What follows belongs to an exercise in optimizing a design on an open flow for small area; a production flow would make more cautious choices.
RTL that was checked went through simulation tests only; none was proved equivalent to the original.
The RTL of runs 1 to 5 was laid out without a check of its function.

==> flow/design.v <==
module decimator (
   input             clk,
   input             rstn,
   input             enable,
   input      [4:0]  tdc,         
   output reg        sflag,       
   output     [15:0] dec_hi       
   );
   reg [3:0]  cnt;
   reg [4:0]  in1, in2;
   reg [19:0] i1, i2, i3;
   reg [19:0] d11, d12, d21, d22, d31, d32;
   wire [19:0] e1 = i3 - d12;
   wire [19:0] e2 = e1 - d22;
   wire [19:0] e3 = e2 - d32;
   wire [19:0] a1 = enable ? {{15{in2[4]}}, in2} : 20'd0;
   wire [19:0] a2 = enable ? i1 : 20'd0;
   wire [19:0] a3 = enable ? i2 : 20'd0;
   always @(posedge clk or negedge rstn) begin
      if (!rstn) begin
         cnt <= 4'd0;
         sflag <= 1'b0;
         in1 <= 5'd0;
         in2 <= 5'd0;
         i1 <= 20'd0;
         i2 <= 20'd0;
         i3 <= 20'd0;
         d11 <= 20'd0;
         d12 <= 20'd0;
         d21 <= 20'd0;
         d22 <= 20'd0;
         d31 <= 20'd0;
         d32 <= 20'd0;
      end
      else begin
         sflag <= enable & (cnt == 4'd1);
         if (enable) begin
            cnt <= cnt + 4'd1;
            in1 <= tdc ^ 5'h10;
            in2 <= in1;
         end
         i1 <= i1 + a1;
         i2 <= i2 + a2;
         i3 <= i3 + a3;
         if (sflag) begin
            d11 <= i3;
            d12 <= d11;
            d21 <= e1;
            d22 <= d21;
            d31 <= e2;
            d32 <= d31;
         end
      end
   end
   assign dec_hi = {e3[19], e3[19:5]};
endmodule
module loop_filter (
   input                    clk,
   input                    rstn,
   input                    start,
   input             [15:0] x_in,
   input  signed     [17:0] a2,
   input  signed     [17:0] a3,
   input  signed     [17:0] b1,
   input  signed     [17:0] b2,
   output reg        [15:0] y,
   output reg               valid
   );
   reg               run;
   reg        [3:0]  t;
   reg        [15:0] x;
   reg signed [18:0] acc;
   reg signed [13:0] s2;
   reg signed [12:0] s3;
   wire p1 = (t[3:2] == 2'b00);
   wire p3 = (t[3:2] == 2'b11);
   wire p2 = ~p1 & ~p3;
   wire first = (t == 4'd0) | (t == 4'd4) | (t == 4'd12);
   wire [2:0]  j  = t[2:0] - 3'd4;
   wire [2:0]  mA = p2 ? j : {t[1:0], 1'b0};
   wire [2:0]  mB = p2 ? j : {t[1:0], 1'b1};
   wire [16:0] xe = {x, 1'b0};
   wire [16:0] ye = {y, 1'b0};
   wire [16:0] srcA = p3 ? ye : xe;
   wire [16:0] srcB = p1 ? xe : ye;
   wire [2:0]  trA = srcA[{mA, 1'b0} +: 3];
   wire [2:0]  trB = srcB[{mB, 1'b0} +: 3];
   wire signed [18:0] mulA = p1 ? {b1, 1'b0} : p2 ? {b2, 1'b0} : {a3[17], a3};
   wire signed [20:0] mulB = p1 ? {b1, 3'b000} : p2 ? {{3{a2[17]}}, a2} : {a3[17], a3, 2'b00};
   wire negA = trA[2];
   wire oneA = trA[1] ^ trA[0];
   wire twoA = trA[2] ? ~(trA[1] | trA[0]) : (trA[1] & trA[0]);
   wire negB = trB[2] ^ p2;
   wire oneB = trB[1] ^ trB[0];
   wire twoB = trB[2] ? ~(trB[1] | trB[0]) : (trB[1] & trB[0]);
   wire [22:0] mA23 = {{4{mulA[18]}}, mulA};
   wire [22:0] mB23 = {{2{mulB[20]}}, mulB};
   wire [22:0] ppA = oneA ? mA23 : twoA ? {mA23[21:0], 1'b0} : 23'd0;
   wire [22:0] ppB = oneB ? mB23 : twoB ? {mB23[21:0], 1'b0} : 23'd0;
   wire [22:0] rowA = ppA ^ {23{negA}};
   wire [22:0] rowB = ppB ^ {23{negB}};
   wire [22:0] acc_in = first ? 23'd0 : {{4{acc[18]}}, acc};
   wire [22:0] sum = acc_in + rowA + rowB + {22'd0, negA} + {22'd0, negB};
   wire signed [19:0] z = $signed(sum[22:4]) + $signed({s2, 5'b00000});
   wire [15:0] ynew = (z[19:15] == 5'b00000 || z[19:15] == 5'b11111) ? z[15:0] :
                      (z[19] ? 16'h8000 : 16'h7fff);
   wire [13:0] s2new = sum[20:7] - {s3[12], s3};
   wire [12:0] s3new = sum[21:9];
   always @(posedge clk)
      if (run)
         acc <= p2 ? sum[20:2] : sum[22:4];
   always @(posedge clk)
      if (start)
         x <= x_in;
   always @(posedge clk or negedge rstn) begin
      if (!rstn) begin
         run <= 1'b0;
         t <= 4'd0;
         y <= 16'd0;
         valid <= 1'b0;
         s2 <= 14'sd0;
         s3 <= 13'sd0;
      end
      else begin
         valid <= run & (t == 4'd3);
         if (start) begin
            run <= 1'b1;
            t <= 4'd0;
         end
         else if (run) begin
            t <= t + 4'd1;
            if (t == 4'd15)
               run <= 1'b0;
         end
         if (run & (t == 4'd3))
            y <= ynew;
         if (run & (t == 4'd11))
            s2 <= s2new;
         if (run & (t == 4'd15))
            s3 <= s3new;
      end
   end
endmodule
module dlf_core (
   input             clk,
   input             rstn,
   input             dlf_en,
   input  [4:0]      tdc_dout,
   input  [17:0]     dlf_a2,
   input  [17:0]     dlf_a3,
   input  [17:0]     dlf_b1,
   input  [17:0]     dlf_b2,
   input  [14:0]     dlf_sdm_nc_in,
   output [15:0]     dlf_out,
   output            dlf_valid
   );
   wire        sflag;
   wire [15:0] dec_hi;
   wire [15:0] dlf_in = dec_hi - {1'b0, dlf_sdm_nc_in};
   decimator decimator_1 (
      .clk(clk),
      .rstn(rstn),
      .enable(dlf_en),
      .tdc(tdc_dout),
      .sflag(sflag),
      .dec_hi(dec_hi)
      );
   loop_filter loop_filter_1 (
      .clk(clk),
      .rstn(rstn),
      .start(sflag),
      .x_in(dlf_in),
      .a2(dlf_a2),
      .a3(dlf_a3),
      .b1(dlf_b1),
      .b2(dlf_b2),
      .y(dlf_out),
      .valid(dlf_valid)
      );
endmodule
==> flow/run.sh <==
#!/bin/bash
# synth_recipe.tcl (not shown) runs the flow's synth.tcl, then flattens the netlist and writes it again
# the make line also repeats each setting of config.mk as NAME=value (left out here)
make -C /OpenROAD-flow-scripts/flow DESIGN_CONFIG=/design/flow/config.mk WORK_HOME=/design/flow/orfs CLKGATE_MAP_FILE= SYNTH_SCRIPT=/design/flow/synth_recipe.tcl finish
==> flow/config.mk <==
export PLATFORM = sky130hd
export DESIGN_NAME = dlf_core
export DESIGN_NICKNAME = dlf_core
export VERILOG_FILES = /design/flow/design.v
export SDC_FILE = /design/flow/constraint.sdc
export NUM_CORES = 4
export LEC_CHECK = 0
export ABC_AREA = 1
export CAP_MARGIN = 20
export CORE_MARGIN = 2
export CORE_UTILIZATION = 40
export SLEW_MARGIN = 20
==> flow/constraint.sdc <==
create_clock -name core_clock -period 25.0 [get_ports {clk}]
set_input_delay 5.0000 -clock core_clock [delete_from_list [all_inputs] [get_ports {clk}]]
set_output_delay 5.0000 -clock core_clock [all_outputs]
set_load 0.01 [all_outputs]
==> flow_summary.ini, run 1 <==
[run_status]
status = complete, no violations

[grt]
grt_pass1_vias = 18510
gr-total-overflow = 0
grt_pass1_wl_um = 92820
grt_usage_pct = 20.02
grt_max_degree = 91
antenna_found_initial = 0

[die]
die_h_um = 236.4
core_um2 = 53600
die_w_um = 236.4
start_util_pct = 40.31
dieArea_um2 = 55890
ioPinCount = 112
rows = 85

[synth]
synth_edf_count = 35
post_synth.cell_area_avg_um2 = 7.481
synth-main-ff-cell = dfrtp_1
synthTopCellsByArea = dfrtp_1, nand2_1, ha_1
yosysWarnings = 2
synthArstFlopShare_pct = 87.46
syn_area_um2 = 21600
synth_top_area_share_pct = 28.26
ys_seq_area_share_pct = 33.13
syn-num-nets = 3201
yosys_register_bits = 279
yosysTopAreaCell = dfrtp_1
synth_cells = 2888
yosysUniqueCellTypes = 60

[finish]
fin_cells = 3690
antenna_cells = 0
drive_gt1_share_pct = 4.075
area_delta_synth_final_pct = 13.36
final_nets = 3283
final_core_util_pct = 45.69

[sta]
whs_ns = 0.4707
relSlewSlack_pct = 30.96
hold_viol_final = 0
finalClockSkew_ns = 0.02001
fin_tns_setup_ns = 0
finalSetupViolCount = 0
worstMarginPinSlew_ns = 1.036
rsz0062_at_grt = false
fin_crit_sh_pct = 43.13
drv_slew = 0
fmax_ghz = 0.09273
fin_crit_ns = 10.78

[detailed_routing]
viasPerCell = 5.102
drtIter0Drc = 1009
wl_per_cell_um = 15.16
drc_errors = 0
ant_nets = 0
drt-total-wl_um = 55930
drt_first_pass_iters = 5
num_vias = 18830

[hold_path]
hp-start = decimator_1.d11[3]$_DFFE_PN0P_
hp-class = register to register

[clock_network]
postCtsResizedCells = 0
clockBufferDepth = 3
clk_pin_slew_ns = 0.05
cts_root_buf = clkbuf_16
cts-hold-fix-buffers = 0
cts.sinks = 279
cts_buffers = 34
clkLatencyLatePin_ns = 0.55
cts_setup_buffers = 0
ctsHtreeMaxLevel = 2
cts_tree = yes

[placement]
hpwl_um = 43770
dp_cells = 3630
portBuffers = 111
gp_congestion = 0.9001

[worst_setup_path]
required_ns = 25.36
cp-start-kind = input port
critical_path.startpoint = dlf_a3[1]
path_class = input port to register
worstPathMaxFanout = 15
critPathCaptureType = register
worstPathArrival_ns = 11.14
r2r-start = loop_filter_1.t[2]$_DFFE_PN0P_

[flow_run]
maxCapViolCount = 0
## kinds of logic (layout without fill, tap and decap cells)
kind of cell / count (synthesis) / count (layout) / share of synthesized area, %
muxes: 1 / 1 / 0.04633
AOI/OAI and AO/OA: 568 / 568 / 14.50
and+or+nand+nor: 1197 / 1197 / 22.70
DFF: 279 / 279 / 33.13
xor gates and xnor gates: 198 / 198 / 8.287
adders and majority gates: 218 / 218 / 13.63
buffers and inverters: 427 / 533 / 7.702
## placed cells by master, fill, tap and decap left out, types with 6 or more instances in the layout
cell / count
a21boi_0: 15
a21boi_1: 6
a21o_1: 11
a21oi_1: 217
a31oi_1: 10
buf_4: 10
clkbuf_16: 38
clkbuf_8: 9
clkdlybuf4s50_1: 109
clkinv_2: 6
dfrtp_1: 243
edfxtp_1: 35
fa_1: 29
ha_1: 189
inv_1: 342
nand2_1: 795
nand2_2: 13
nand3_1: 118
nand4_1: 18
nor2_1: 184
nor3_1: 25
nor3b_1: 6
nor4_1: 9
o211ai_1: 14
o21ai_0: 235
o21ai_1: 7
o21bai_1: 7
o22ai_1: 16
o31ai_1: 8
or2_2: 10
xnor2_1: 56
xor2_1: 136
## cell usage after synthesis (all sizes together), types with 35 or more instances
master and count:
a21oi 217, clkbuf 53, dfrtp 244, edfxtp 35
ha 189, inv 349, nand2 810, nand3 121
nor2 184, o21ai 246, xnor2 56, xor2 142
## final cells by class
| type | instances | area, um^2 |
|---|---|---|
| Multi-Input combinational cell | 2182 | 12780 |
| Inverter | 352 | 1328 |
| Fill cell | 5401 | 29110 |
| Clock inverter | 8 | 68.82 |
| Timing Repair Buffer | 121 | 1186 |
| Sequential cell | 279 | 7161 |
| Tap cell | 696 | 870.8 |
| Clock buffer | 52 | 1094 |
## layer usage
layer / vias up / global-route usage (%) / wire length [um]
met2: 405 / 33.69 / 25720
met5: - / 0 / 0
met3: 71 / 2.867 / 2478
met4: 0 / 4.641 / 1141
li1: 9595 / - / -
met1: 8756 / 27.19 / 26590
## worst max-delay path, cell delays in order
cell and delay (ns):
clkdlybuf4s50_1 0.46, o22ai_1 0.09, nor2_1 0.17, nand2_1 0.07, nand2_1 0.06, o21ai_0 0.13
xor2_1 0.21, fa_1 0.55, inv_1 0.05, ha_1 0.34, a21oi_1 0.29, o21ai_0 0.18
a21oi_1 0.27, nand2_1 0.13, xor2_1 0.42, ha_1 0.26, inv_1 0.06, fa_1 0.44
o31ai_2 0.40, nand4_1 0.12, nand3_1 0.15, xnor2_1 0.15, nand4_1 0.12, a21oi_1 0.81
a21boi_0 0.21
## final timing paths
kind,endpoint,slack [ns],cells after the start
worst max-delay path,loop_filter_1.y[12]$_DFFE_PN0P_,14.22,25
max in group asynchronous,decimator_1.sflag$_DFF_PN0_,18.75,3
min in group asynchronous,decimator_1.d31[0]$_DFFE_PN0P_,4.48,1
worst max register to register,loop_filter_1.y[12]$_DFFE_PN0P_,14.86,33
worst min register to register,decimator_1.d11[3]$_DFFE_PN0P_,0.47,2
worst min-delay path,decimator_1.d11[3]$_DFFE_PN0P_,0.47,2
## metrics by stage
stage | setup WS, ns | area (um^2)
6_report | 14.22 | 24490
2_1_floorplan | 15.44 | 21600
3_3_place_gp | 13.80 | 23330
4_1_cts | 14.22 | 24490
5_1_grt | 13.68 | 24490
3_5_place_dp | 13.68 | 23330
## state kept, by name, indices dropped and copies added (netlist names), 13 cells and up
register / cells
decimator_1.d11: 20
decimator_1.d12: 20
decimator_1.d21: 20
decimator_1.d22: 20
decimator_1.d31: 20
decimator_1.d32: 20
decimator_1.i1: 20
decimator_1.i2: 20
decimator_1.i3: 20
loop_filter_1.acc: 19
loop_filter_1.s2: 14
loop_filter_1.s3: 13
loop_filter_1.x: 16
loop_filter_1.y: 16
==> run 2, diff against run 1 <==
--- a/flow/design.v
+++ b/flow/design.v
@@ -12,5 +12,6 @@
    reg [19:0] d11, d12, d21, d22, d31, d32;
-   wire [19:0] e1 = i3 - d12;
-   wire [19:0] e2 = e1 - d22;
-   wire [19:0] e3 = e2 - d32;
+   wire [19:0] e1, e2, e3, n1, n2, n3;
+   rca #(20) u_c1 (.a(i3), .b(~d12), .ci(1'b1), .s(e1));
+   rca #(20) u_c2 (.a(e1), .b(~d22), .ci(1'b1), .s(e2));
+   rca #(20) u_c3 (.a(e2), .b(~d32), .ci(1'b1), .s(e3));
    wire [19:0] a1 = enable ? {{15{in2[4]}}, in2} : 20'd0;
@@ -18,2 +19,5 @@
    wire [19:0] a3 = enable ? i2 : 20'd0;
+   rca #(20) u_i1 (.a(i1), .b(a1), .ci(1'b0), .s(n1));
+   rca #(20) u_i2 (.a(i2), .b(a2), .ci(1'b0), .s(n2));
+   rca #(20) u_i3 (.a(i3), .b(a3), .ci(1'b0), .s(n3));
    always @(posedge clk or negedge rstn) begin
@@ -41,5 +45,5 @@
          end
-         i1 <= i1 + a1;
-         i2 <= i2 + a2;
-         i3 <= i3 + a3;
+         i1 <= n1;
+         i2 <= n2;
+         i3 <= n3;
          if (sflag) begin
@@ -102,7 +106,13 @@
    wire [22:0] acc_in = first ? 23'd0 : {{4{acc[18]}}, acc};
-   wire [22:0] sum = acc_in + rowA + rowB + {22'd0, negA} + {22'd0, negB};
-   wire signed [19:0] z = $signed(sum[22:4]) + $signed({s2, 5'b00000});
+   wire [22:0] cs_s = acc_in ^ rowA ^ rowB;
+   wire [22:0] cs_c = (acc_in & rowA) | (acc_in & rowB) | (rowA & rowB);
+   wire [22:0] sum;
+   rca #(23) u_sum (.a(cs_s), .b({cs_c[21:0], negA}), .ci(negB), .s(sum));
+   wire [14:0] zh;
+   rca #(15) u_z (.a({sum[22], sum[22:9]}), .b({s2[13], s2}), .ci(1'b0), .s(zh));
+   wire [19:0] z = {zh, sum[8:4]};
    wire [15:0] ynew = (z[19:15] == 5'b00000 || z[19:15] == 5'b11111) ? z[15:0] :
                       (z[19] ? 16'h8000 : 16'h7fff);
-   wire [13:0] s2new = sum[20:7] - {s3[12], s3};
+   wire [13:0] s2new;
+   rca #(14) u_s2 (.a(sum[20:7]), .b(~{s3[12], s3}), .ci(1'b1), .s(s2new));
    wire [12:0] s3new = sum[21:9];
@@ -158,3 +168,4 @@
    wire [15:0] dec_hi;
-   wire [15:0] dlf_in = dec_hi - {1'b0, dlf_sdm_nc_in};
+   wire [15:0] dlf_in;
+   rca #(16) u_x (.a(dec_hi), .b(~{1'b0, dlf_sdm_nc_in}), .ci(1'b1), .s(dlf_in));
    decimator decimator_1 (
@@ -180 +191,17 @@
 endmodule
+module rca #(parameter W = 8) (
+   input  [W-1:0] a,
+   input  [W-1:0] b,
+   input          ci,
+   output [W-1:0] s
+   );
+   wire [W:0] c;
+   assign c[0] = ci;
+   genvar i;
+   generate
+      for (i = 0; i < W; i = i + 1) begin : bit_
+         assign s[i] = a[i] ^ b[i] ^ c[i];
+         assign c[i+1] = (a[i] & b[i]) | (c[i] & (a[i] ^ b[i]));
+      end
+   endgenerate
+endmodule
--- a/flow/config.mk
+++ b/flow/config.mk
@@ -7,3 +7,2 @@
 export LEC_CHECK = 0
-export ABC_AREA = 1
 export CAP_MARGIN = 20
==> flow_summary.ini, run 2 <==
[run_status]
status = complete, no violations

[worst_setup_path]
cpLargestDelayFamily = adder cells
worstPathArrival_ns = 17.43
cp_slowest_cell = o21ai_0
cp-start-kind = input port
path_class = input port to register
worstPathMaxFanout = 11
path_buf_inv = 8
cpPeakStageDelay_ns = 0.74
crit_top_cell = fa_1
required_ns = 25.42
critPathCaptureType = register

[clock_network]
postCtsResizedCells = 0
cts.sinks = 279
cts_tree = yes
ctsHtreeMaxLevel = 1
clkLatencyLatePin_ns = 0.59
clockBufferDepth = 3
cts-hold-fix-buffers = 0
cts_buffers = 30
cts_root_buf = clkbuf_16
cts_setup_buffers = 0
clk_pin_slew_ns = 0.06

[synth]
synth-main-ff-cell = dfrtp_1
synth_most_common_cell = dfrtp_1
muxShareOfSynthArea_pct = 12.32
synth-compound-area-share_pct = 8.801
ys_seq_area_share_pct = 40.05
synthTopCellsByCount = dfrtp_1, inv_1, fa_1
synth_top_family_by_area = adder cells
yosysUniqueCellTypes = 55
synth_top_area_share_pct = 34.17
synthTopCellsByArea = dfrtp_1, fa_1, mux2_2
synth-xor-area-share_pct = 3.039
synthArstFlopShare_pct = 87.46
synth_edf_count = 35
syn_area_um2 = 17870
syn-num-nets = 1826
yosys_register_bits = 279
synth-simple-area-share_pct = 6.959
synth-adder-area-share_pct = 22.54
yosysTopAreaCell = dfrtp_1
yosysWarnings = 2
post_synth.cell_area_avg_um2 = 11.76
synth_cells = 1520

[finish]
drive_gt1_share_pct = 13.09
area_delta_synth_final_pct = 15.20
final_nets = 1901
final_core_util_pct = 46.66
antenna_cells = 0
mostFrequentLayoutCells = dfrtp_1, inv_1, fa_1, mux2_2, clkdlybuf4s50_1
layout_commonest_cell = dfrtp_1
n_fill_cell = 4048

[sta]
fmax_ghz = 0.05881
fin_crit_ns = 17.00
finalClockSkew_ns = 0.03388
finalSetupViolCount = 0
rsz0062_at_grt = false
worstMarginPinSlew_ns = 1.034
relSlewSlack_pct = 31.08
drv_slew = 0
fin_crit_sh_pct = 68.02
hold_viol_final = 0
fin_tns_setup_ns = 0

[die]
die_h_um = 215.4
ioPinCount = 112
core_um2 = 44120
rows = 77
dieArea_um2 = 46380
die_w_um = 215.4
start_util_pct = 40.50

[grt]
grt_usage_pct = 16.99
grt_max_degree = 103
antenna_found_initial = 0
gr-total-overflow = 0
grt_pass1_wl_um = 63750
grt_pass1_vias = 11760

[detailed_routing]
drc_errors = 0
drt-total-wl_um = 37780
ant_nets = 0
num_vias = 11140
wl_per_cell_um = 17.09
drt_first_pass_iters = 5
drtIter0Drc = 758
viasPerCell = 5.038

[hold_path]
hp-class = register to register

[placement]
hpwl_um = 27750
gp_congestion = 0.8998
portBuffers = 111

[flow_run]
maxCapViolCount = 0
run 2: kinds of logic after synthesis:
family | after synthesis
fa+ha+maj | 211
buf+inv | 287
xor+xnor | 62
simple gates | 249
flops | 279
compound gates | 247
mux | 185
run 2: path summary, 6_finish.rpt:
path / start / end / slack [ns] / cells after the start
max in group asynchronous: rstn / loop_filter_1.s3[3]$_DFFE_PN0P_ / 19.07 / 2
min in group asynchronous: rstn / decimator_1.i2[19]$_DFF_PN0_ / 4.44 / 1
worst min register to register: decimator_1.cnt[3]$_DFFE_PN0P_ / decimator_1.sflag$_DFF_PN0_ / 0.46 / 1
worst max register to register: loop_filter_1.t[2]$_DFFE_PN0P_ / loop_filter_1.y[6]$_DFFE_PN0P_ / 9.45 / 50
worst min-delay path: decimator_1.cnt[3]$_DFFE_PN0P_ / decimator_1.sflag$_DFF_PN0_ / 0.46 / 1
worst max-delay path: dlf_a3[1] / loop_filter_1.y[6]$_DFFE_PN0P_ / 8.00 / 42
run 2: through the flow:
step	setup WS [ns]	hold WS [ns]	cells	area, um^2
5_1_grt	7.374	0.4725	2211	20590
2_1_floorplan	8.899	0.4260	1520	17870
3_3_place_gp	7.624	0.4401	2155	19530
4_1_cts	8.010	0.4601	2211	20580
3_5_place_dp	7.340	0.4516	2155	19530
6_report	7.995	0.4550	2211	20590
run 2: worst reg2reg max path, delay by kind of cell (launching register included):
kind,cells,cell delay [ns]
adder cells (fa/ha/maj),26,9.92
multiplexers,4,0.82
AO/OA/AOI/OAI,6,1.75
AND/OR/NAND/NOR,4,1.15
buffers and inverters,10,1.24
flip-flops,1,0.49
run 2: per-layer routing:
| layer | GRT usage, % | vias up | routed length, um |
|---|---|---|---|
| li1 | - | 5200 | - |
| met1 | 23.88 | 5618 | 17210 |
| met2 | 27.12 | 262 | 17590 |
| met3 | 2.889 | 58 | 2082 |
| met4 | 5.218 | 0 | 898 |
| met5 | 0 | - | 0 |
run 2: final cells by class:
cell class | instances | area, um^2 | share of cell area [%]
clock inverters | 14 | 126.4 | 0.6138
well taps | 592 | 740.7 | 3.598
clock buffers | 42 | 928.4 | 4.510
repair buffers | 129 | 1246 | 6.053
inverters | 201 | 754.5 | 3.665
flip-flops and latches | 279 | 7161 | 34.78
multi-input cells | 954 | 9630 | 46.78
==> run 3, diff against run 2 <==
--- a/flow/design.v
+++ b/flow/design.v
@@ -10,14 +10,23 @@
    reg [4:0]  in1, in2;
-   reg [19:0] i1, i2, i3;
-   reg [19:0] d11, d12, d21, d22, d31, d32;
-   wire [19:0] e1, e2, e3, n1, n2, n3;
-   rca #(20) u_c1 (.a(i3), .b(~d12), .ci(1'b1), .s(e1));
-   rca #(20) u_c2 (.a(e1), .b(~d22), .ci(1'b1), .s(e2));
-   rca #(20) u_c3 (.a(e2), .b(~d32), .ci(1'b1), .s(e3));
-   wire [19:0] a1 = enable ? {{15{in2[4]}}, in2} : 20'd0;
-   wire [19:0] a2 = enable ? i1 : 20'd0;
-   wire [19:0] a3 = enable ? i2 : 20'd0;
-   rca #(20) u_i1 (.a(i1), .b(a1), .ci(1'b0), .s(n1));
-   rca #(20) u_i2 (.a(i2), .b(a2), .ci(1'b0), .s(n2));
-   rca #(20) u_i3 (.a(i3), .b(a3), .ci(1'b0), .s(n3));
+   reg [16:0] i1, i2, j3;
+   reg [16:0] r1, r2, c1;
+   reg [17:0] c2;
+   reg [18:0] c3;
+   wire [16:0] g1 = enable ? {{12{in2[4]}}, in2} : 17'd0;
+   wire [16:0] g2 = enable ? i1 : 17'd0;
+   wire [16:0] g3 = enable ? i2 : 17'd0;
+   wire [16:0] j3f = sflag ? 17'd0 : j3;
+   wire [16:0] n1, n2, n3;
+   rca #(17) u_i1 (.a(i1), .b(g1), .ci(1'b0), .s(n1));
+   rca #(17) u_i2 (.a(i2), .b(g2), .ci(1'b0), .s(n2));
+   rca #(17) u_i3 (.a(j3f), .b(g3), .ci(1'b0), .s(n3));
+   wire [16:0] f1, f2;
+   wire [17:0] v1;
+   wire [18:0] v2;
+   wire [19:0] dec;
+   rca #(17) u_f1 (.a(j3), .b(~r1), .ci(1'b1), .s(f1));
+   rca #(17) u_f2 (.a(f1), .b(~r2), .ci(1'b1), .s(f2));
+   rca #(18) u_v1 (.a({f2[16], f2}), .b({c1[16], c1}), .ci(1'b0), .s(v1));
+   rca #(19) u_v2 (.a({v1[17], v1}), .b({c2[17], c2}), .ci(1'b0), .s(v2));
+   rca #(20) u_v3 (.a({v2[18], v2}), .b({c3[18], c3}), .ci(1'b0), .s(dec));
    always @(posedge clk or negedge rstn) begin
@@ -28,11 +37,10 @@
          in2 <= 5'd0;
-         i1 <= 20'd0;
-         i2 <= 20'd0;
-         i3 <= 20'd0;
-         d11 <= 20'd0;
-         d12 <= 20'd0;
-         d21 <= 20'd0;
-         d22 <= 20'd0;
-         d31 <= 20'd0;
-         d32 <= 20'd0;
+         i1 <= 17'd0;
+         i2 <= 17'd0;
+         j3 <= 17'd0;
+         r1 <= 17'd0;
+         r2 <= 17'd0;
+         c1 <= 17'd0;
+         c2 <= 18'd0;
+         c3 <= 19'd0;
       end
@@ -47,10 +55,9 @@
          i2 <= n2;
-         i3 <= n3;
+         j3 <= n3;
          if (sflag) begin
-            d11 <= i3;
-            d12 <= d11;
-            d21 <= e1;
-            d22 <= d21;
-            d31 <= e2;
-            d32 <= d31;
+            r1 <= j3;
+            r2 <= f1;
+            c1 <= f2;
+            c2 <= v1;
+            c3 <= v2;
          end
@@ -58,3 +65,3 @@
    end
-   assign dec_hi = {e3[19], e3[19:5]};
+   assign dec_hi = {dec[19], dec[19:5]};
 endmodule
@@ -119,4 +126,3 @@
    always @(posedge clk)
-      if (run)
-         acc <= p2 ? sum[20:2] : sum[22:4];
+      acc <= p2 ? sum[20:2] : sum[22:4];
    always @(posedge clk)
--- a/flow/config.mk
+++ b/flow/config.mk
@@ -9,3 +9,6 @@
 export CORE_MARGIN = 2
-export CORE_UTILIZATION = 40
+export CORE_UTILIZATION = 60
+export CTS_BUF_LIST = sky130_fd_sc_hd__clkbuf_8
+export CTS_CLUSTER_DIAMETER = 50
+export CTS_CLUSTER_SIZE = 20
 export SLEW_MARGIN = 20
==> flow_summary.ini, run 3 <==
[finish]
fin_cells = 1969
final_nets = 1894
final_core_util_pct = 67.81
mostFrequentLayoutCells = fa_1, dfrtp_1, inv_1, nand2_1, clkdlybuf4s50_1
top_regs = decimator_1.c3 x19, loop_filter_1.acc x19, decimator_1.c2 x18
area_delta_synth_final_pct = 11.78
layout_commonest_cell = fa_1
n_fill_cell = 2196
drive_gt1_share_pct = 11.89
final_cell_area_um2 = 18790

[worst_setup_path]
critPathCaptureType = register
cp_slowest_cell = a41oi_1
cp-start-kind = input port
path_class = input port to register
crit_top_cell = fa_1
worstPathArrival_ns = 16.91
required_ns = 25.44
cpPeakStageDelay_ns = 0.73
worstPathMaxFanout = 10

[placement]
gp_congestion = 0.9172
dp_cells = 1916
placed_cell_area_um2 = 18170
hpwl_um = 27640
portBuffers = 111

[flow_run]
maxCapViolCount = 0

[synth]
yosysUniqueCellTypes = 65
syn_area_um2 = 16810
synthTopCellsByArea = dfrtp_1, fa_1, mux2_2
synthArstFlopShare_pct = 85.29
synthTopCellsByCount = dfrtp_1, fa_1, inv_1
syn-num-nets = 1822
synth_edf_count = 16
yosys_register_bits = 238
yosysTopAreaCell = dfrtp_1
synth-main-ff-cell = dfrtp_1
synth_cells = 1496
ys_seq_area_share_pct = 35.35
post_synth.cell_area_avg_um2 = 11.23
synth_top_area_share_pct = 30.22
yosysWarnings = 2

[die]
start_util_pct = 60.66
dieArea_um2 = 29370
core_um2 = 27710
die_h_um = 171.4
rows = 61
die_w_um = 171.4
ioPinCount = 112

[clock_network]
cts_buffers = 28
cts_setup_buffers = 0
postCtsResizedCells = 0
clkLatencyLatePin_ns = 0.56
cts.sinks = 238
cts_root_buf = clkbuf_8
cts_tree = yes
ctsHtreeMaxLevel = 1
clk_pin_slew_ns = 0.08
cts-hold-fix-buffers = 0
clockBufferDepth = 3

[detailed_routing]
viasPerCell = 5.610
num_vias = 11050
drt-total-wl_um = 36460
drtIter0Drc = 889
drt_first_pass_iters = 9
ant_nets = 0
drc_errors = 0
wl_per_cell_um = 18.52

[sta]
hold_viol_final = 0
rsz0062_at_grt = false
finalSetupViolCount = 0
fin_crit_ns = 16.47
fin_tns_setup_ns = 0
fmax_ghz = 0.06073
relSlewSlack_pct = 29.95
drv_slew = 0
finalClockSkew_ns = 0.01897
worstMarginPinSlew_ns = 1.051
fin_crit_sh_pct = 65.86

[run_status]
status = complete, no violations

[grt]
antenna_found_initial = 1
grt_pass1_vias = 11510
grt_busiest_layer = met2
gr-usage-met1_pct = 35.88
grt_use_met2_pct = 43.57
grt_usage_pct = 26.10
gr-total-overflow = 0
use_met3_pct = 3.267
grt_pass1_wl_um = 59970
grt_max_degree = 96

[hold_path]
hp-class = register to register
[run 3: per-stage QoR]
stage	setup WS, ns	hold WS, ns
global placement	8.167	0.4387
finish	8.535	0.4609
detailed placement	7.907	0.4516
global route	7.938	0.4975
CTS	8.552	0.4650
floorplan	9.094	0.4260
[run 3: kinds of logic (layout without fill, tap and decap cells)]
group	after synthesis	count (layout)	synth area share (%)
simple gates	278	278	7.943
fa+ha+maj	231	231	26.26
other cells	0	1	0
mux	152	152	10.73
buf+inv	280	374	6.588
xor+xnor	59	59	3.074
compound gates	258	258	10.05
flops	238	238	35.35
[run 3: final timing paths]
check                                                from  depth (start not counted)  slack, ns                         endpoint
setup / recovery                                dlf_a3[1]                         41       8.53  loop_filter_1.y[13]$_DFFE_PN0P_
hold / removal             decimator_1.cnt[3]$_DFFE_PN0P_                          1       0.46      decimator_1.sflag$_DFF_PN0_
setup reg to reg           loop_filter_1.t[2]$_DFFE_PN0P_                         49       9.63  loop_filter_1.y[13]$_DFFE_PN0P_
hold reg to reg            decimator_1.cnt[3]$_DFFE_PN0P_                          1       0.46      decimator_1.sflag$_DFF_PN0_
max in group asynchronous                            rstn                          2      19.26  loop_filter_1.s3[7]$_DFFE_PN0P_
min in group asynchronous                            rstn                          1       4.44   loop_filter_1.y[0]$_DFFE_PN0P_
[run 3: layout make-up]
class	instances	area [um^2]	share of cell area [%]
sequential	238	5944	31.64
timing repair buffer	127	1231	6.553
inverter	195	732.0	3.896
clock inverter	21	192.7	1.026
clock buffer	31	426.7	2.271
tap	378	473.0	2.517
multi-input combinational	978	9786	52.08
antenna	1	2.502	0.01332
[run 3: per-layer routing]
| layer | wire (um) | part of all wire (%) |
|---|---|---|
| met1 | 15890 | 44 |
| met2 | 17770 | 49 |
| met3 | 1622 | 4.4 |
| met4 | 1180 | 3.2 |
| met5 | 0 | 0 |
[run 3: worst max-delay path, delay by kind of cell]
| family | cells | cell delay, ns |
|---|---|---|
| buffers and inverters | 8 | 0.94 |
| AND/OR/NAND/NOR | 1 | 0.09 |
| XOR/XNOR | 1 | 0.10 |
| AO/OA/AOI/OAI | 6 | 1.69 |
| multiplexers | 1 | 0.20 |
| adder cells (fa/ha/maj) | 24 | 8.85 |
==> run 4, diff against run 3 <==
--- a/flow/config.mk
+++ b/flow/config.mk
@@ -10,5 +10,5 @@
 export CORE_UTILIZATION = 60
-export CTS_BUF_LIST = sky130_fd_sc_hd__clkbuf_8
-export CTS_CLUSTER_DIAMETER = 50
-export CTS_CLUSTER_SIZE = 20
+export CTS_BUF_LIST = sky130_fd_sc_hd__clkbuf_4
+export CTS_CLUSTER_DIAMETER = 40
+export CTS_CLUSTER_SIZE = 12
 export SLEW_MARGIN = 20
==> flow_summary.ini, run 4 <==
[synth]
synth_cells = 1496
synth_edf_count = 16
ys_seq_area_share_pct = 35.35
synthTopCellsByCount = dfrtp_1, fa_1, inv_1
yosys_register_bits = 238
yosysTopAreaCell = dfrtp_1
synthArstFlopShare_pct = 85.29
yosysUniqueCellTypes = 65
post_synth.cell_area_avg_um2 = 11.23
synthTopCellsByArea = dfrtp_1, fa_1, mux2_2
syn-num-nets = 1822
syn_area_um2 = 16810
synth_top_area_share_pct = 30.22
yosysWarnings = 2
synth-main-ff-cell = dfrtp_1

[finish]
layout_commonest_cell = fa_1
area_delta_synth_final_pct = 11.84
top_regs = decimator_1.c3 x19, loop_filter_1.acc x19, decimator_1.c2 x18
final_nets = 1904
drive_gt1_share_pct = 12.88
mostFrequentLayoutCells = fa_1, dfrtp_1, inv_1, nand2_1, clkdlybuf4s50_1

[detailed_routing]
drt_first_pass_iters = 8
wl_per_cell_um = 18.39
drc_errors = 0
viasPerCell = 5.603
ant_nets = 0
num_vias = 11130
drt-total-wl_um = 36550
drtIter0Drc = 907

[grt]
grt_pass1_vias = 11590
grt_pass1_wl_um = 60110
grt_usage_pct = 26.29
grt_max_degree = 96
antenna_found_initial = 2
gr-total-overflow = 0

[sta]
hold_viol_final = 0
fin_crit_ns = 16.44
fmax_ghz = 0.06083
worstMarginPinSlew_ns = 1.046
finalSetupViolCount = 0
drv_slew = 0
rsz0062_at_grt = false
finalClockSkew_ns = 0.07426
fin_tns_setup_ns = 0
fin_crit_sh_pct = 65.76
whs_ns = 0.4617
relSlewSlack_pct = 30.26

[die]
core_um2 = 27710
die_h_um = 171.4
dieArea_um2 = 29370
die_w_um = 171.4
rows = 61
start_util_pct = 60.66
ioPinCount = 112

[clock_network]
clkLatencyLatePin_ns = 0.66
cts-hold-fix-buffers = 0
clockBufferDepth = 3
ctsHtreeMaxLevel = 2
cts_tree = yes
cts_setup_buffers = 0
cts.sinks = 238
postCtsResizedCells = 0
cts_root_buf = clkbuf_4
clk_pin_slew_ns = 0.11
cts_buffers = 38

[worst_setup_path]
critPathCaptureType = register
r2r-start = loop_filter_1.t[2]$_DFFE_PN0P_
critical_path.startpoint = dlf_a3[1]
worstPathMaxFanout = 10
cpLargestDelayFamily = adder cells
cp_slowest_cell = a41oi_1
crit_top_cell = fa_1
path_class = input port to register
cp-start-kind = input port
required_ns = 25.47
path_buf_inv = 8
cpPeakStageDelay_ns = 0.74
worstPathArrival_ns = 16.91

[flow_run]
maxCapViolCount = 0

[placement]
portBuffers = 111
gp_congestion = 0.9172
hpwl_um = 27640

[run_status]
status = complete, no violations

[hold_path]
hp-start = decimator_1.cnt[3]$_DFFE_PN0P_
hp-class = register to register
==> run 4: path summary, 6_finish.rpt <==
kind,end,slack (ns),cells after the start
worst min-delay path,decimator_1.sflag$_DFF_PN0_,0.46,1
min in group asynchronous,loop_filter_1.t[1]$_DFFE_PN0P_,4.38,1
max in group asynchronous,decimator_1.c2[1]$_DFFE_PN0P_,19.30,2
worst max register to register,loop_filter_1.y[14]$_DFFE_PN0P_,9.53,49
worst max-delay path,loop_filter_1.y[14]$_DFFE_PN0P_,8.56,41
worst min register to register,decimator_1.sflag$_DFF_PN0_,0.46,1
==> run 4: kinds of logic (layout without fill, tap and decap cells) <==
family                     Yosys count  in the layout  synth area share (%)
DFF                                238            238                 35.35
AOI/OAI and AO/OA                  258            258                 10.05
and+or+nand+nor                    278            278                 7.943
muxes                              152            152                 10.73
other                                0              2                     0
adders and majority gates          231            231                 26.26
buffers and inverters              280            391                 6.588
xor gates and xnor gates            59             59                 3.074
==> run 4: cell type report <==
type	count	area [um^2]
multi-input combinational	978	9786
antenna	2	5.005
fill	2206	8907
inverter	195	732.0
timing repair buffer	127	1231
clock buffer	46	345.3
tap	378	473.0
clock inverter	23	281.5
sequential	238	5944
==> run 4: metrics by stage <==
step	worst slack [ns]	cells	utilization (%)	instance area, um^2
3_3_place_gp	8.167	1916	65.57	18170
6_report	8.560	1987	67.85	18800
4_1_cts	8.581	1985	67.83	18790
3_5_place_dp	7.907	1916	65.57	18170
5_1_grt	7.992	1987	67.85	18800
2_1_floorplan	9.094	1496	-	16810
==> run 4: routing by layer <==
metal	up-vias	share of wire [%]	track usage (%)
li1	5135	-	-
met1	5616	43	35.81
met2	304	49	43.36
met3	78	5.2	3.958
met4	0	3.5	9.690
met5	-	0	0
==> run 5, diff against run 4 <==
==> flow/flow/run.sh (new file) <==
#!/bin/bash
# Own flow: the standard layout (standard.sh), with the buffers that the
# placement step puts on the input and output ports made of
# sky130_fd_sc_hd__buf_1 instead of the placer's default buffer cell.
set -euo pipefail
export BUFFER_PORTS_ARGS="-buffer_cell sky130_fd_sc_hd__buf_1"
bash standard.sh > standard.log 2>&1
==> flow/standard.sh (new file) <==
#!/bin/bash
# synth_recipe.tcl (not shown) runs the flow's synth.tcl, then flattens the netlist and writes it again
# the make line also repeats each setting of config.mk as NAME=value (left out here)
make -C /OpenROAD-flow-scripts/flow DESIGN_CONFIG=/design/flow/config.mk WORK_HOME=/design/flow/orfs CLKGATE_MAP_FILE= SYNTH_SCRIPT=/design/flow/synth_recipe.tcl "${@:-finish}"
--- a/flow/config.mk
+++ b/flow/config.mk
@@ -10,5 +10,5 @@
 export CORE_UTILIZATION = 60
-export CTS_BUF_LIST = sky130_fd_sc_hd__clkbuf_4
-export CTS_CLUSTER_DIAMETER = 40
-export CTS_CLUSTER_SIZE = 12
+export CTS_BUF_LIST = sky130_fd_sc_hd__clkbuf_16
+export CTS_CLUSTER_DIAMETER = 100
+export CTS_CLUSTER_SIZE = 25
 export SLEW_MARGIN = 20
removed: flow/run.sh
==> flow_summary.ini, run 5 <==
[die]
die_h_um = 171.4
dieArea_um2 = 29370
rows = 61
ioPinCount = 112
die_w_um = 171.4
core_um2 = 27710
start_util_pct = 60.66

[clock_network]
cts.sinks = 238
cts_setup_buffers = 0
clk_pin_slew_ns = 0.11
clkLatencyLatePin_ns = 0.48
clockBufferDepth = 3
ctsHtreeMaxLevel = 1
cts_root_buf = clkbuf_16
postCtsResizedCells = 0
cts_tree = yes
cts_buffers = 13
cts-hold-fix-buffers = 0

[detailed_routing]
drt-total-wl_um = 35530
drt_first_pass_iters = 8
drtIter0Drc = 786
ant_nets = 0
viasPerCell = 5.625
num_vias = 10920
drc_errors = 0
wl_per_cell_um = 18.31

[placement]
dp_cells = 1919
placed_cell_area_um2 = 17500
gp_congestion = 0.8947
portBuffers = 111
hpwl_um = 26900

[worst_setup_path]
required_ns = 25.37
worstPathMaxFanout = 10
path_class = input port to register
r2r-start = loop_filter_1.t[2]$_DFFE_PN0P_
r2r_end = loop_filter_1.y[13]$_DFFE_PN0P_
cp_slowest_cell = a41oi_1
worstPathArrival_ns = 16.53
critical_path.startpoint = dlf_a3[1]
cp-start-kind = input port
reg2reg_slack_ns = 9.57
crit_top_cell = fa_1
critPathCaptureType = register
cpLargestDelayFamily = adder cells
path_depth = 41
rr_worst_depth = 49
cpPeakStageDelay_ns = 0.78
path_buf_inv = 8
endpoint = loop_filter_1.y[13]$_DFFE_PN0P_

[synth]
yosysWarnings = 2
post_synth.cell_area_avg_um2 = 11.23
synth_top_area_share_pct = 30.22
synth_top_family_by_area = adder cells
yosys_register_bits = 238
synth-adder-area-share_pct = 26.26
syn-num-nets = 1822
synth_cells = 1496
synthTopCellsByCount = dfrtp_1, fa_1, inv_1
synth-simple-area-share_pct = 7.943
ys_seq_area_share_pct = 35.35
muxShareOfSynthArea_pct = 10.73
synth_edf_count = 16
synthArstFlopShare_pct = 85.29
syn_area_um2 = 16810
synth-main-ff-cell = dfrtp_1
synth-compound-area-share_pct = 10.05
synthTopCellsByArea = dfrtp_1, fa_1, mux2_2
synth-xor-area-share_pct = 3.075
yosysUniqueCellTypes = 65
yosysTopAreaCell = dfrtp_1

[finish]
mostFrequentLayoutCells = fa_1, dfrtp_1, inv_1, nand2_1, buf_1
drive_gt1_share_pct = 10.30
final_cell_area_um2 = 17890
top_regs = decimator_1.c3 x19, loop_filter_1.acc x19, decimator_1.c2 x18
n_fill_cell = 2271
antenna_cells = 0
final_core_util_pct = 64.57
layout_commonest_cell = fa_1
fin_cells = 1941
final_nets = 1883
area_delta_synth_final_pct = 6.440

[sta]
fmax_ghz = 0.06190
finalClockSkew_ns = 0.02187
finalSetupViolCount = 0
worstMarginPinSlew_ns = 0.9925
relSlewSlack_pct = 33.24
whs_ns = 0.4586
fin_crit_sh_pct = 64.62
drv_slew = 0
fin_tns_setup_ns = 0
hold_viol_final = 0
rsz0062_at_grt = false
fin_crit_ns = 16.16

[hold_path]
hp-class = register to register

[grt]
grt_pass1_vias = 11070
grt_max_degree = 79
gr-total-overflow = 0
grt_pass1_wl_um = 57720
grt_usage_pct = 25.25
antenna_found_initial = 0

[flow_run]
maxCapViolCount = 0

[run_status]
status = complete, no violations
[run 5: worst min-delay path by stage]
stage / from / end / slack, ns / cells after the start
detailed placement: decimator_1.cnt[3]$_DFFE_PN0P_ / decimator_1.sflag$_DFF_PN0_ / 0.44 / 1
CTS: decimator_1.cnt[3]$_DFFE_PN0P_ / decimator_1.sflag$_DFF_PN0_ / 0.46 / 1
finish: decimator_1.cnt[3]$_DFFE_PN0P_ / decimator_1.sflag$_DFF_PN0_ / 0.46 / 1
global placement: decimator_1.cnt[3]$_DFFE_PN0P_ / decimator_1.sflag$_DFF_PN0_ / 0.44 / 1
global route: decimator_1.cnt[3]$_DFFE_PN0P_ / decimator_1.sflag$_DFF_PN0_ / 0.49 / 1
floorplan: decimator_1.cnt[3]$_DFFE_PN0P_ / decimator_1.sflag$_DFF_PN0_ / 0.43 / 1
[run 5: metrics by stage]
step | setup WS [ns]
floorplan | 9.094
global placement | 8.551
detailed placement | 8.319
CTS | 8.835
global route | 8.095
finish | 8.844
[run 5: layout make-up]
class | count | area [um^2] | share of cell area, %
inverter | 195 | 732.0 | 4.091
sequential | 238 | 5944 | 33.23
clock buffer | 13 | 325.3 | 1.818
multi-input combinational | 978 | 9786 | 54.70
timing repair buffer | 131 | 591.8 | 3.308
tap | 378 | 473.0 | 2.644
clock inverter | 8 | 37.54 | 0.2098
[run 5: per-layer routing]
metal / global-route usage [%] / vias to the layer above / wire length (um)
li1: - / 5047 / -
met1: 34.90 / 5522 / 15280
met2: 42.15 / 294 / 17250
met3: 3.359 / 56 / 1862
met4: 7.738 / 0 / 1144
met5: 0 / - / 0
[run 5: logic make-up after synthesis]
group | count (synthesis)
buf+inv | 280
mux | 152
simple gates | 278
fa+ha+maj | 231
compound gates | 258
flops | 238
xor+xnor | 59
==> run 6, diff against run 5 <==
--- a/flow/design.v
+++ b/flow/design.v
@@ -77,3 +77,3 @@
    output reg        [15:0] y,
-   output reg               valid
+   output                   valid
    );
@@ -90,12 +90,13 @@
    wire [2:0]  j  = t[2:0] - 3'd4;
-   wire [2:0]  mA = p2 ? j : {t[1:0], 1'b0};
    wire [2:0]  mB = p2 ? j : {t[1:0], 1'b1};
-   wire [16:0] xe = {x, 1'b0};
    wire [16:0] ye = {y, 1'b0};
-   wire [16:0] srcA = p3 ? ye : xe;
-   wire [16:0] srcB = p1 ? xe : ye;
-   wire [2:0]  trA = srcA[{mA, 1'b0} +: 3];
-   wire [2:0]  trB = srcB[{mB, 1'b0} +: 3];
+   wire        xprev = ~first & x[15];
+   wire [2:0]  trX0 = {x[1:0], xprev};
+   wire [2:0]  trX1 = x[3:1];
+   wire [2:0]  trY0 = ye[{t[1:0], 2'b00} +: 3];
+   wire [2:0]  trYB = ye[{mB, 1'b0} +: 3];
+   wire [2:0]  trA = p3 ? trY0 : trX0;
+   wire [2:0]  trB = p1 ? trX1 : trYB;
    wire signed [18:0] mulA = p1 ? {b1, 1'b0} : p2 ? {b2, 1'b0} : {a3[17], a3};
-   wire signed [20:0] mulB = p1 ? {b1, 3'b000} : p2 ? {{3{a2[17]}}, a2} : {a3[17], a3, 2'b00};
+   wire signed [20:0] mulB = p2 ? {{3{a2[17]}}, a2} : {mulA, 2'b00};
    wire negA = trA[2];
@@ -128,4 +129,4 @@
    always @(posedge clk)
-      if (start)
-         x <= x_in;
+      x <= start ? x_in : p1 ? {x[3:0], x[15:4]} : {x[1:0], x[15:2]};
+   assign valid = run & (t == 4'd4);
    always @(posedge clk or negedge rstn) begin
@@ -135,3 +136,2 @@
          y <= 16'd0;
-         valid <= 1'b0;
          s2 <= 14'sd0;
@@ -140,3 +140,2 @@
       else begin
-         valid <= run & (t == 4'd3);
          if (start) begin
==> flow/flow/run.sh (replaced) <==
#!/bin/bash
# Own flow: the standard layout (standard.sh) with two changes:
#  - the buffers that the placement step puts on the input and output ports
#    are sky130_fd_sc_hd__buf_1 instead of the placer's default buffer cell;
#  - clock tree synthesis uses clkbuf_8 buffers in clusters of up to 14
#    sinks and inserts no dummy load cells.
set -euo pipefail
export BUFFER_PORTS_ARGS="-buffer_cell sky130_fd_sc_hd__buf_1"
export CTS_ARGS="-sink_clustering_enable -repair_clock_nets -dont_use_dummy_load -buf_list sky130_fd_sc_hd__clkbuf_8 -sink_clustering_size 14 -sink_clustering_max_diameter 60"
bash standard.sh > standard.log 2>&1
==> flow/config.mk (replaced) <==
export PLATFORM = sky130hd
export DESIGN_NAME = dlf_core
export DESIGN_NICKNAME = dlf_core
export VERILOG_FILES = /design/flow/design.v
export SDC_FILE = /design/flow/constraint.sdc
export NUM_CORES = 4
export LEC_CHECK = 0
export CAP_MARGIN = 5
export CORE_MARGIN = 2
export CORE_UTILIZATION = 60
export GPL_TIMING_DRIVEN = 0
export SLEW_MARGIN = 5
==> flow_summary.ini, run 6 <==
[synth]
synthTopCellsByCount = fa_1, dfrtp_1, inv_1
syn_area_um2 = 16160
synthTopCellsByArea = dfrtp_1, fa_1, mux2_2
synthArstFlopShare_pct = 85.23
syn-num-nets = 1767
ys_seq_area_share_pct = 35.62
yosysTopAreaCell = dfrtp_1
synth_edf_count = 0
synth_cells = 1439
yosysWarnings = 2
synth_most_common_cell = fa_1
synth-main-ff-cell = dfrtp_1
synth_top_area_share_pct = 31.29
yosys_register_bits = 237
post_synth.cell_area_avg_um2 = 11.23
yosysUniqueCellTypes = 65

[finish]
fin_cells = 1922
final_nets = 1911
final_core_util_pct = 65.39
area_delta_synth_final_pct = 8.162
ff_latch_area_um2 = 5756
layout_commonest_cell = fa_1
multiInputGateArea_um2 = 9335
n_fill_cell = 2154
mostFrequentLayoutCells = fa_1, dfrtp_1, inv_1, nand2_1, buf_1
top_regs = decimator_1.c3 x19, loop_filter_1.acc x19, decimator_1.c2 x18
antenna_cells = 0
drive_gt1_share_pct = 10.94

[worst_setup_path]
critical_path.startpoint = dlf_a3[1]
path_buf_inv = 9
crit_top_cell = fa_1
cp-start-kind = input port
cpPeakStageDelay_ns = 0.60
r2r-start = loop_filter_1.t[2]$_DFFE_PN0P_
path_class = input port to register
required_ns = 25.41
worstPathMaxFanout = 10
worstPathArrival_ns = 16.95
reg2reg_slack_ns = 9.19
cp_slowest_cell = fa_1
r2r_end = loop_filter_1.y[5]$_DFFE_PN0P_
critPathCaptureType = register
rr_worst_depth = 54
cpLargestDelayFamily = adder cells

[hold_path]
hp-class = register to register
hold_end = decimator_1.sflag$_DFF_PN0_
holdPathStages = 1
hp-start = decimator_1.cnt[3]$_DFFE_PN0P_

[sta]
fin_crit_sh_pct = 66.14
whs_ns = 0.4489
fin_tns_setup_ns = 0
relSlewSlack_pct = 39.32
worstMarginPinSlew_ns = 0.9102
finalClockSkew_ns = 0.05663
timing.final.ws_setup_ns = 8.465
fmax_ghz = 0.06048
fin_crit_ns = 16.53
finalSetupViolCount = 0
drv_slew = 0
rsz0062_at_grt = false
hold_viol_final = 0

[die]
core_um2 = 26730
start_util_pct = 60.45
die_h_um = 168.1
rows = 60
die_w_um = 168.1
dieArea_um2 = 28260
ioPinCount = 112

[detailed_routing]
drtIter0Drc = 671
drc_errors = 0
drt_first_pass_iters = 7
num_vias = 10400
wl_per_cell_um = 18.09
viasPerCell = 5.412
ant_nets = 0
drt-total-wl_um = 34770

[clock_network]
clkLatencyLatePin_ns = 0.58
cts_buffers = 26
clk_pin_slew_ns = 0.08
cts-hold-fix-buffers = 0
cts_root_buf = clkbuf_8
cts.sinks = 237
clockBufferDepth = 3
cts_setup_buffers = 0
ctsHtreeMaxLevel = 1
postCtsResizedCells = 0
cts_tree = yes

[grt]
grt_max_degree = 37
antenna_found_initial = 0
grt_usage_pct = 26.37
grt_pass1_vias = 11200
gr-total-overflow = 0
grt_pass1_wl_um = 58540

[placement]
hpwl_um = 27800
gp_congestion = 0.8688
portBuffers = 110
post-place-ws_ns = 7.858
dp_cells = 1896

[run_status]
status = complete, no violations

[flow_run]
maxCapViolCount = 0
## run 6: cell count changes in the layout (fill, tap and decap cells not counted), moves of 14 or more
cell,delta
o21ai_0,+35
dfxtp_1,+16
a21oi_1,-41
nand2_1,+30
nor2b_1,-16
a222oi_1,-14
clkbuf_1,+46
edfxtp_1,-16
buf_4,-16
clkbuf_8,+26
## run 6: final cells by class
type / instances / area share [%]
Sequential cell: 237 / 32.93
Inverter: 197 / 4.231
Multi-Input combinational cell: 934 / 53.42
Tap cell: 341 / 2.441
Timing Repair Buffer: 116 / 3.057
Buffer: 71 / 1.869
Clock buffer: 26 / 2.048
## run 6: logic make-up (layout without fill, tap and decap cells)
family | after synthesis | in the layout | share of synthesized area, %
simple gates | 277 | 277 | 7.791
buf+inv | 268 | 410 | 6.598
flops | 237 | 237 | 35.62
fa+ha+maj | 233 | 233 | 27.52
compound gates | 211 | 211 | 8.317
mux | 150 | 150 | 10.52
xor+xnor | 63 | 63 | 3.624
## run 6: stage by stage
stage,area (um^2)
5_1_grt,17480
4_1_cts,17480
3_3_place_gp,17000
3_5_place_dp,17120
2_1_floorplan,16160
6_report,17480
## run 6: per-layer routing
metal | GRT usage (%) | up-vias | part of all wire [%]
met5 | 0 | - | 0
met4 | 5.210 | 0 | 1.6
met3 | 3.879 | 48 | 5.8
met2 | 42.02 | 255 | 45
met1 | 39.44 | 5224 | 47
li1 | - | 4875 | -
## run 6: worst max path at each step
stage,to,cells past startpoint
final,loop_filter_1.y[5]$_DFFE_PN0P_,45
after global routing,loop_filter_1.y[5]$_DFFE_PN0P_,45
after CTS,loop_filter_1.y[5]$_DFFE_PN0P_,45
after detailed placement,loop_filter_1.y[5]$_DFFE_PN0P_,45
after global placement,loop_filter_1.y[5]$_DFFE_PN0P_,45
after floorplan,loop_filter_1.y[10]$_DFFE_PN0P_,43
==> run 7, diff against run 6 <==
--- a/flow/config.mk
+++ b/flow/config.mk
@@ -7,6 +7,5 @@
 export LEC_CHECK = 0
-export CAP_MARGIN = 5
+export CAP_MARGIN = 20
 export CORE_MARGIN = 2
 export CORE_UTILIZATION = 60
-export GPL_TIMING_DRIVEN = 0
-export SLEW_MARGIN = 5
+export SLEW_MARGIN = 20
==> flow_summary.ini, run 7 <==
[run_status]
status = complete, no violations

[finish]
mostFrequentLayoutCells = fa_1, dfrtp_1, inv_1, nand2_1, buf_1
antenna_cells = 0
final_core_util_pct = 64.15
drive_gt1_share_pct = 10.90
n_fill_cell = 2205
final_nets = 1844
top_regs = decimator_1.c3 x19, loop_filter_1.acc x19, decimator_1.c2 x18
layout_commonest_cell = fa_1
area_delta_synth_final_pct = 6.118
fin_cells = 1855
final_cell_area_um2 = 17150

[synth]
yosysWarnings = 2
synth_top_area_share_pct = 31.29
ys_seq_area_share_pct = 35.62
syn-num-nets = 1767
synth_most_common_cell = fa_1
synthTopCellsByCount = fa_1, dfrtp_1, inv_1
synth_edf_count = 0
syn_area_um2 = 16160
yosysUniqueCellTypes = 65
synth-main-ff-cell = dfrtp_1
synth_cells = 1439
yosysTopAreaCell = dfrtp_1
synthTopCellsByArea = dfrtp_1, fa_1, mux2_2
yosys_register_bits = 237
post_synth.cell_area_avg_um2 = 11.23
synthArstFlopShare_pct = 85.23

[placement]
portBuffers = 111
gp_congestion = 0.8601
hpwl_um = 23200
placed_cell_area_um2 = 16760
dp_cells = 1827

[grt]
grt_usage_pct = 23.04
grt_pass1_wl_um = 52460
gr-total-overflow = 0
grt_pass1_vias = 10460
antenna_found_initial = 0
grt_max_degree = 163

[detailed_routing]
drc_errors = 0
drt_first_pass_iters = 5
viasPerCell = 5.367
drtIter0Drc = 708
ant_nets = 0
num_vias = 9955
drt-total-wl_um = 30880
wl_per_cell_um = 16.65

[die]
dieArea_um2 = 28260
core_um2 = 26730
start_util_pct = 60.45
ioPinCount = 112
die_h_um = 168.1
rows = 60
die_w_um = 168.1

[sta]
fmax_ghz = 0.06195
relSlewSlack_pct = 33.19
whs_ns = 0.4560
fin_crit_sh_pct = 64.57
finalSetupViolCount = 0
finalClockSkew_ns = 0.05366
rsz0062_at_grt = false
fin_tns_setup_ns = 0
hold_viol_final = 0
drv_slew = 0
fin_crit_ns = 16.14
worstMarginPinSlew_ns = 1.002

[worst_setup_path]
worstPathMaxFanout = 15
rr_worst_depth = 52
worstPathArrival_ns = 16.58
cp_slowest_cell = fa_1
cpPeakStageDelay_ns = 0.57
endpoint = loop_filter_1.y[5]$_DFFE_PN0P_
reg2reg_slack_ns = 10.08
required_ns = 25.44
cp-start-kind = input port
critPathCaptureType = register
r2r_end = loop_filter_1.y[5]$_DFFE_PN0P_
path_class = input port to register
r2r-start = loop_filter_1.t[2]$_DFFE_PN0P_
crit_top_cell = fa_1
critical_path.startpoint = dlf_b2[0]

[clock_network]
postCtsResizedCells = 0
cts.sinks = 237
ctsHtreeMaxLevel = 1
cts_buffers = 28
clkLatencyLatePin_ns = 0.57
clockBufferDepth = 3
cts-hold-fix-buffers = 0
cts_root_buf = clkbuf_8
clk_pin_slew_ns = 0.09
cts_tree = yes
cts_setup_buffers = 0

[flow_run]
maxCapViolCount = 0

[hold_path]
hp-class = register to register
[run 7: cell counts after synthesis]
No cell type changed its count.
[run 7: per-layer routing]
| metal | track usage [%] | vias up | wire length [um] |
|---|---|---|---|
| met2 | 36.11 | 233 | 13910 |
| met1 | 34.76 | 4933 | 14770 |
| met5 | 0 | - | 0 |
| met3 | 3.291 | 43 | 1599 |
| li1 | - | 4746 | - |
| met4 | 5.285 | 0 | 606 |
[run 7: how the worst min path moves through the flow]
stage / startpoint / endpoint / slack [ns] / cells past startpoint
2_1_floorplan: decimator_1.cnt[3]$_DFFE_PN0P_ / decimator_1.sflag$_DFF_PN0_ / 0.43 / 1
3_3_place_gp: decimator_1.cnt[3]$_DFFE_PN0P_ / decimator_1.sflag$_DFF_PN0_ / 0.44 / 1
3_5_place_dp: decimator_1.cnt[3]$_DFFE_PN0P_ / decimator_1.sflag$_DFF_PN0_ / 0.44 / 1
4_1_cts: decimator_1.cnt[3]$_DFFE_PN0P_ / decimator_1.sflag$_DFF_PN0_ / 0.46 / 1
5_1_grt: decimator_1.cnt[3]$_DFFE_PN0P_ / decimator_1.sflag$_DFF_PN0_ / 0.48 / 1
6_report: decimator_1.cnt[3]$_DFFE_PN0P_ / decimator_1.sflag$_DFF_PN0_ / 0.46 / 1
[run 7: area by class of cell]
class / instances / area, um^2 / share of cell area [%]
inverters: 197 / 739.5 / 4.313
multi-input cells: 934 / 9348 / 54.52
well taps: 341 / 426.7 / 2.489
flip-flops and latches: 237 / 5759 / 33.59
repair buffers: 118 / 486.7 / 2.839
clock buffers: 28 / 385.4 / 2.248
[run 7: kinds of logic after synthesis]
logic type               after synthesis  share of synthesized area [%]
AND/OR/NAND/NOR                      277                          7.791
buffers and inverters                268                          6.598
flip-flops                           237                          35.62
adder cells (fa/ha/maj)              233                          27.52
AO/OA/AOI/OAI                        211                          8.317
multiplexers                         150                          10.52
XOR/XNOR                              63                          3.624
[run 7: critical path: cells and delay by family]
| kind | cells | cell delay, ns |
|---|---|---|
| compound gates | 6 | 1.44 |
| xor+xnor | 1 | 0.11 |
| simple gates | 4 | 0.51 |
| buf+inv | 8 | 0.54 |
| mux | 1 | 0.12 |
| fa+ha+maj | 24 | 8.81 |
[run 7: metrics by stage]
step                worst slack, ns
floorplan                     8.952
global placement              8.366
detailed placement            8.234
CTS                           8.817
global route                  8.134
finish                        8.859

-- what the ideal ports hide --
In the flow no input, the clock included, has a driving cell. The finished layouts below were timed again as built, in two steps.
Step 1 sets driving cells, clkbuf_16 on the clock port and buf_2 on the other inputs (assumed; they add their load-dependent delay and slew).
Step 2 adds t to the input delays and takes it off the output delays; t is the mean of the earliest and latest rising clock arrival at the registers after step 1. Input paths then give back, and output paths get back, about the clock's delay inside the block.
a / b / c = no drivers / after step 1 / after step 2; a / b = the first two.
run | t (ns) | setup WS [ns] | slew at the worst register clock pin (ns)
run 1 | 0.594 | 14.217 / 14.245 / 13.651 | 0.06 / 0.06
run 2 | 0.627 | 7.995 / 8.016 / 7.389 | 0.07 / 0.07
run 3 | 0.605 | 8.535 / 8.559 / 7.954 | 0.09 / 0.09
run 4 | 0.666 | 8.560 / 8.581 / 7.915 | 0.12 / 0.12
run 5 | 0.523 | 8.844 / 8.873 / 8.350 | 0.11 / 0.11
run 6 | 0.599 | 8.465 / 8.493 / 7.894 | 0.09 / 0.09
run 7 | 0.589 | 8.859 / 8.881 / 8.292 | 0.09 / 0.09
After both steps setup and hold are still met in every run listed. For run 4, which loses most, drivers alone change the setup slack by +0.021 ns; drivers and shift together by -0.645 ns.
